Source: an optimization exercise on an open RTL-to-GDS flow (aim: small area, a short achievable clock period and few clock cycles per item). Production flows keep margins and buffers that such runs may drop.
RTL that was checked went through simulation tests only; none was proved equivalent to the original.
Power is estimated from default activity; no workload was simulated.

==> job 961 <==
## systolic_array
module systolic_array #(
    parameter M          = 4,
    parameter N          = 16,
    parameter K          = 4,
    parameter DATA_WIDTH = 32
) (
    input                           clk,
    input                           rst_n,
    input      [DATA_WIDTH*M-1:0]   X,
    input      [DATA_WIDTH*K-1:0]   W,
    output     [DATA_WIDTH*M*K-1:0] Y,
    output reg                      done
);
  localparam DUP = 2;
  genvar i, j, c;
  wire [31:0] xm1 [0:3][0:DUP-1];
  wire [31:0] xm3 [0:3][0:DUP-1];
  wire [54:0] wer [0:3][0:DUP-1];
  for (c = 0; c < DUP; c = c + 1) begin : g_dup
    for (i = 0; i < 4; i = i + 1) begin : g_x
      xin u_xin (.clk(clk), .x(X[32*i +: 32]), .xm1(xm1[i][c]), .xm3(xm3[i][c]));
    end
    for (j = 0; j < 4; j = j + 1) begin : g_w
      win u_win (.clk(clk), .w(W[32*j +: 32]), .wer(wer[j][c]));
    end
  end
  reg [4:0] cnt;
  always @(posedge clk) begin
    if (~rst_n) begin
      cnt  <= 5'd0;
      done <= 1'b0;
    end else begin
      if (cnt != 5'd31) cnt <= cnt + 5'd1;
      if (cnt == 5'd17) done <= 1'b1;
    end
  end
  for (i = 0; i < 4; i = i + 1) begin : g_r
    for (j = 0; j < 4; j = j + 1) begin : g_c
      pe u_pe (
        .clk   (clk),
        .rst_n (rst_n),
        .xm1 (xm1[i][j*DUP/4]),
        .xm3 (xm3[i][j*DUP/4]),
        .we    (wer[j][i*DUP/4]),
        .y     (Y[32*(4*i+j) +: 32])
      );
    end
  end
endmodule
==> module systolic_array, before the edit <==
module systolic_array #(
    parameter M          = 4,
    parameter N          = 16,
    parameter K          = 4,
    parameter DATA_WIDTH = 32
) (
    input                           clk,
    input                           rst_n,
    input      [DATA_WIDTH*M-1:0]   X,
    input      [DATA_WIDTH*K-1:0]   W,
    output     [DATA_WIDTH*M*K-1:0] Y,
    output reg                      done
);
  localparam DUP = 2;
  genvar i, j, c;
  wire [31:0] xm1 [0:3][0:DUP-1];
  wire [31:0] xm3 [0:3][0:DUP-1];
  wire [54:0] wer [0:3][0:DUP-1];
  for (c = 0; c < DUP; c = c + 1) begin : g_dup
    for (i = 0; i < 4; i = i + 1) begin : g_x
      xin u_xin (.clk(clk), .x(X[32*i +: 32]), .xm1(xm1[i][c]), .xm3(xm3[i][c]));
    end
    for (j = 0; j < 4; j = j + 1) begin : g_w
      win u_win (.clk(clk), .w(W[32*j +: 32]), .wer(wer[j][c]));
    end
  end
  reg [4:0] cnt;
  always @(posedge clk) begin
    if (~rst_n) begin
      cnt  <= 5'd0;
      done <= 1'b0;
    end else begin
      if (cnt != 5'd31) cnt <= cnt + 5'd1;
      if (cnt == 5'd17) done <= 1'b1;
    end
  end
  for (i = 0; i < 4; i = i + 1) begin : g_r
    for (j = 0; j < 4; j = j + 1) begin : g_c
      pe u_pe (
        .clk   (clk),
        .rst_n (rst_n),
        .xm1 (xm1[i][j*DUP/4]),
        .xm3 (xm3[i][j*DUP/4]),
        .we    (wer[j][i*DUP/4]),
        .y     (Y[32*(4*i+j) +: 32])
      );
    end
  end
endmodule
export LEC_CHECK = 0
export CAP_MARGIN = 20
export CORE_MARGIN = 2
export CORE_UTILIZATION = 46
export PLACE_DENSITY = 0.62
export SETUP_SLACK_MARGIN = 4.6
export SLEW_MARGIN = 20
export SYNTH_HIERARCHICAL = 1
create_clock -name core_clock -period 8.0 [get_ports {clk}]
standard.sh (not shown) runs the stock make flow with config.mk's settings and CLKGATE_MAP_FILE= SYNTH_SCRIPT=/design/flow/synth_recipe.tcl, a recipe that flattens the netlist after the stock synthesis.
==> flow/flow/run.sh <==
#!/bin/bash
set -euo pipefail
bash standard.sh \
  "BUFFER_PORTS_ARGS=-buffer_cell sky130_fd_sc_hd__buf_2" \
  "MATCH_CELL_FOOTPRINT=0" \
  finish > standard.log 2>&1
==> inputs of job 3804, as changes to job 961 <==
--- a/flow/design.v
+++ b/flow/design.v
@@ -471,7 +471,7 @@
     output     [DATA_WIDTH*M*K-1:0] Y,
     output reg                      done
 );
-  localparam DUP = 2;
+  localparam DUP = 1;
   genvar i, j, c;
   wire [31:0] xm1 [0:3][0:DUP-1];
   wire [31:0] xm3 [0:3][0:DUP-1];
==> flow/run.sh (new file) <==
#!/bin/bash
# synth_recipe.tcl (not shown) runs the flow's synth.tcl, then flattens the netlist and writes it again
# the make line also repeats each setting of config.mk as NAME=value (left out here)
make -C /OpenROAD-flow-scripts/flow DESIGN_CONFIG=/design/flow/config.mk WORK_HOME=/design/flow/orfs CLKGATE_MAP_FILE= SYNTH_SCRIPT=/design/flow/synth_recipe.tcl finish
CORE_UTILIZATION = 38   (was 46)
PLACE_DENSITY = 0.55   (was 0.62)
removed: flow/flow/run.sh
removed: flow/standard.sh
==> inputs of job 644, as changes to job 961 <==
==> flow/run.sh (new file) <==
#!/bin/bash
# synth_recipe.tcl (not shown) runs the flow's synth.tcl, then flattens the netlist and writes it again
# the make line also repeats each setting of config.mk as NAME=value (left out here)
make -C /OpenROAD-flow-scripts/flow DESIGN_CONFIG=/design/flow/config.mk WORK_HOME=/design/flow/orfs CLKGATE_MAP_FILE= SYNTH_SCRIPT=/design/flow/synth_recipe.tcl finish
CORE_UTILIZATION = 38   (was 46)
PLACE_DENSITY = 0.55   (was 0.62)
removed: flow/flow/run.sh
removed: flow/standard.sh
==> notes <==
- Job 644 passed the timing, DRC and antenna checks. Job 3804 died in global routing (GRT-0232). Job 961 completed without violations.
- First-iteration DRC count: job 644 is lower than job 961 (2.6%).
- Of job 644 and job 961, job 961 has the higher core utilization (gap 7.6 points).
- Against job 961, the die area of job 644 is larger by 21%.
- Between job 961 and job 644, the lower via count is in job 961 (gap 0.56%, measured against job 644).
- Of job 961 and job 644, job 961 has the higher fmax (gap about 2.7%, measured against job 644).
- Worst hold slack: job 961 is higher than job 644 (0.0058 ns).
Testbench counts of job 961, summed over its fixed seeds: cycles 4,864, gemms 256.
Testbench counts of job 644, summed over its fixed seeds: cycles 4,864, gemms 256.
For job 3804, only the layout was checked, not whether the RTL still works.

---

==> inputs of juniper <==
Another version of the RTL of systolic_array (not shown whole).
==> module systolic_array, before the edit <==
module systolic_array #(
    parameter M          = 4,
    parameter N          = 16,
    parameter K          = 4,
    parameter DATA_WIDTH = 32
) (
    input                           clk,
    input                           rst_n,
    input      [DATA_WIDTH*M-1:0]   X,
    input      [DATA_WIDTH*K-1:0]   W,
    output     [DATA_WIDTH*M*K-1:0] Y,
    output reg                      done
);
  localparam DX1 = 4;
  localparam DX3 = 2;
  localparam DW  = 2;
  genvar i, j, c;
  wire [31:0] xm1 [0:3][0:DX1-1];
  wire [31:0] xm3 [0:3][0:DX3-1];
  wire [54:0] wer [0:3][0:DW-1];
  for (i = 0; i < 4; i = i + 1) begin : g_x
    wire [31:0] x3;
    times3 u_t3 (.x(X[32*i +: 32]), .y(x3));
    for (c = 0; c < DX1; c = c + 1) begin : g_c1
      dq #(.W(32)) u_q (.clk(clk), .d(X[32*i +: 32]), .q(xm1[i][c]));
    end
    for (c = 0; c < DX3; c = c + 1) begin : g_c3
      dq #(.W(32)) u_q (.clk(clk), .d(x3), .q(xm3[i][c]));
    end
  end
  for (j = 0; j < 4; j = j + 1) begin : g_w
    wire [54:0] enc;
    encw u_e (.w(W[32*j +: 32]), .enc(enc));
    for (c = 0; c < DW; c = c + 1) begin : g_cw
      dq #(.W(55)) u_q (.clk(clk), .d(enc), .q(wer[j][c]));
    end
  end
  reg [4:0] cnt;
  always @(posedge clk) begin
    if (~rst_n) begin
      cnt  <= 5'd0;
      done <= 1'b0;
    end else begin
      if (cnt != 5'd31) cnt <= cnt + 5'd1;
      if (cnt == 5'd17) done <= 1'b1;
    end
  end
  for (i = 0; i < 4; i = i + 1) begin : g_r
    for (j = 0; j < 4; j = j + 1) begin : g_c
      pe u_pe (
        .clk   (clk),
        .rst_n (rst_n),
        .xm1   (xm1[i][j*DX1/4]),
        .xm3   (xm3[i][j*DX3/4]),
        .we    (wer[j][i*DW/4]),
        .y     (Y[32*(4*i+j) +: 32])
      );
    end
  end
endmodule
clock: 8.0 ns
lec_check: 0
cap_margin: 20
core_aspect_ratio: 0.4
core_margin: 2
core_utilization: 46
place_density: 0.62
setup_slack_margin: 4.6
slew_margin: 20
synth_hierarchical: 1
==> flow/flow/run.sh <==
#!/bin/bash
set -euo pipefail
bash standard.sh \
  "BUFFER_PORTS_ARGS=-buffer_cell sky130_fd_sc_hd__buf_2" \
  "MATCH_CELL_FOOTPRINT=0" \
  "CTS_ARGS=-sink_clustering_enable -repair_clock_nets -dont_use_dummy_load" \
  finish > standard.log 2>&1
==> indigo: changes against juniper <==
--- a/flow/design.v
+++ b/flow/design.v
@@ -472,7 +472,7 @@
     output     [DATA_WIDTH*M*K-1:0] Y,
     output reg                      done
 );
-  localparam DX1 = 4;
+  localparam DX1 = 2;
   localparam DX3 = 2;
   localparam DW  = 2;
   genvar i, j, c;
--- a/flow/config.mk
+++ b/flow/config.mk
@@ -6,7 +6,6 @@
 export NUM_CORES = 8
 export LEC_CHECK = 0
 export CAP_MARGIN = 20
-export CORE_ASPECT_RATIO = 0.4
 export CORE_MARGIN = 2
 export CORE_UTILIZATION = 46
 export PLACE_DENSITY = 0.62
==> zinc: changes against juniper <==
--- a/flow/design.v
+++ b/flow/design.v
@@ -472,7 +472,7 @@
     output     [DATA_WIDTH*M*K-1:0] Y,
     output reg                      done
 );
-  localparam DX1 = 4;
+  localparam DX1 = 2;
   localparam DX3 = 2;
   localparam DW  = 2;
   genvar i, j, c;
==> qor summary <==
item                                                                               indigo                         juniper                            zinc
Setup Skew                                                                       0.109 ns                       0.0781 ns                       0.0790 ns
Worst path max stage delay                                                        0.99 ns                         0.76 ns                         0.54 ns
Starting density of the core                                                        0.462                           0.461                           0.462
Worst path bufs/invs                                                                    0                               0                               1
Sequential Power Share                                                              0.183                           0.191                           0.186
Final critical-path setup slack                                                   4.44 ns                         4.47 ns                         4.49 ns
Site Rows                                                                             272                             174                             172
Maximum achievable frequency                                                      281 MHz                         284 MHz                         285 MHz
Tightest Pin Transition                                                           1.29 ns                         1.40 ns                         1.22 ns
Pwr Density                                                                    542 nW/um2                      540 nW/um2                      535 nW/um2
Leakage power figure                                                               104 nW                          106 nW                          105 nW
Endpoint of the worst hold path                            g_r[2].g_c[0].u_pe.clr$_DFF_P_  g_r[3].g_c[0].u_pe.clr$_DFF_P_  g_r[3].g_c[1].u_pe.clr$_DFF_P_
Maximum ir drop on the vdd rail                                                0.000498 V                      0.000493 V                      0.000557 V
Instance count of the mapped netlist                                                24200                           24500                           24200
Clock buffer count                                                                    342                             298                             279
Power in sequential cells                                                         27.6 mW                         29.1 mW                         27.9 mW
Outcome                                                                    finished clean                  finished clean                  finished clean
Netlist area before placement                                                  254000 um2                      259000 um2                      254000 um2
Vias per cell                                                                        7.27                            7.28                            7.43
Number of diodes                                                                      217                             181                             150
Via count of the first global-routing pass                                         223000                          221000                          224000
Logic depth of the worst register-to-register path                                      8                               9                               8
CORE AREA                                                                      549000 um2                      561000 um2                      549000 um2
Clock sinks                                                                          2798                            3054                            2798
Clock insertion delay at the later pin of the skew report                         1.07 ns                         1.01 ns                         0.99 ns
First-pass GRT wire length                                                     1640000 um                      1750000 um                      1700000 um
Testbench counts of juniper, summed over its fixed seeds: cycles 4,864, gemms 256.
Testbench counts of indigo, summed over its fixed seeds: cycles 4,864, gemms 256.
Testbench counts of zinc, summed over its fixed seeds: cycles 4,864, gemms 256.

[afterwards: timing with drivers on the ports]
The flow's constraints put no driver on any port. The routed layouts listed below were extracted and timed again, unchanged, in two steps. Step 1 sets driving cells, clkbuf_16 on the clock port and buf_2 on the other inputs (assumed; they add their load-dependent delay and slew). Step 2 moves the port delays by t, midway between the first and last clock arrival at a register: inputs arrive t later, outputs are due t later. That takes back most of the time a late clock gives input paths. a / b / c = no drivers / after step 1 / after step 2; a / b = the first two.
run | shift t [ns] | slack for setup (ns) | slew at the worst register clock pin (ns) | worst data-port slew with drivers (ns) | cell pins on the clock port's net
job 961 | 1.153 | 4.548 / 4.548 / 3.606 | 0.07 / 0.07 | 0.35 | 1
job 644 | 1.200 | 4.454 / 4.454 / 3.461 | 0.08 / 0.08 | 0.35 | 1
juniper | 1.130 | 4.473 / 4.447 / 3.630 | 0.08 / 0.08 | 0.30 | 1
indigo | 1.132 | 4.437 / 4.437 / 3.631 | 0.07 / 0.07 | 0.40 | 1
zinc | 1.103 | 4.486 / 4.486 / 3.798 | 0.08 / 0.08 | 0.27 | 1
After both steps setup and hold are still met in every run listed. The setup slack of job 644, which loses most, moves by 0.000 ns with the drivers and by -0.993 ns with both steps.
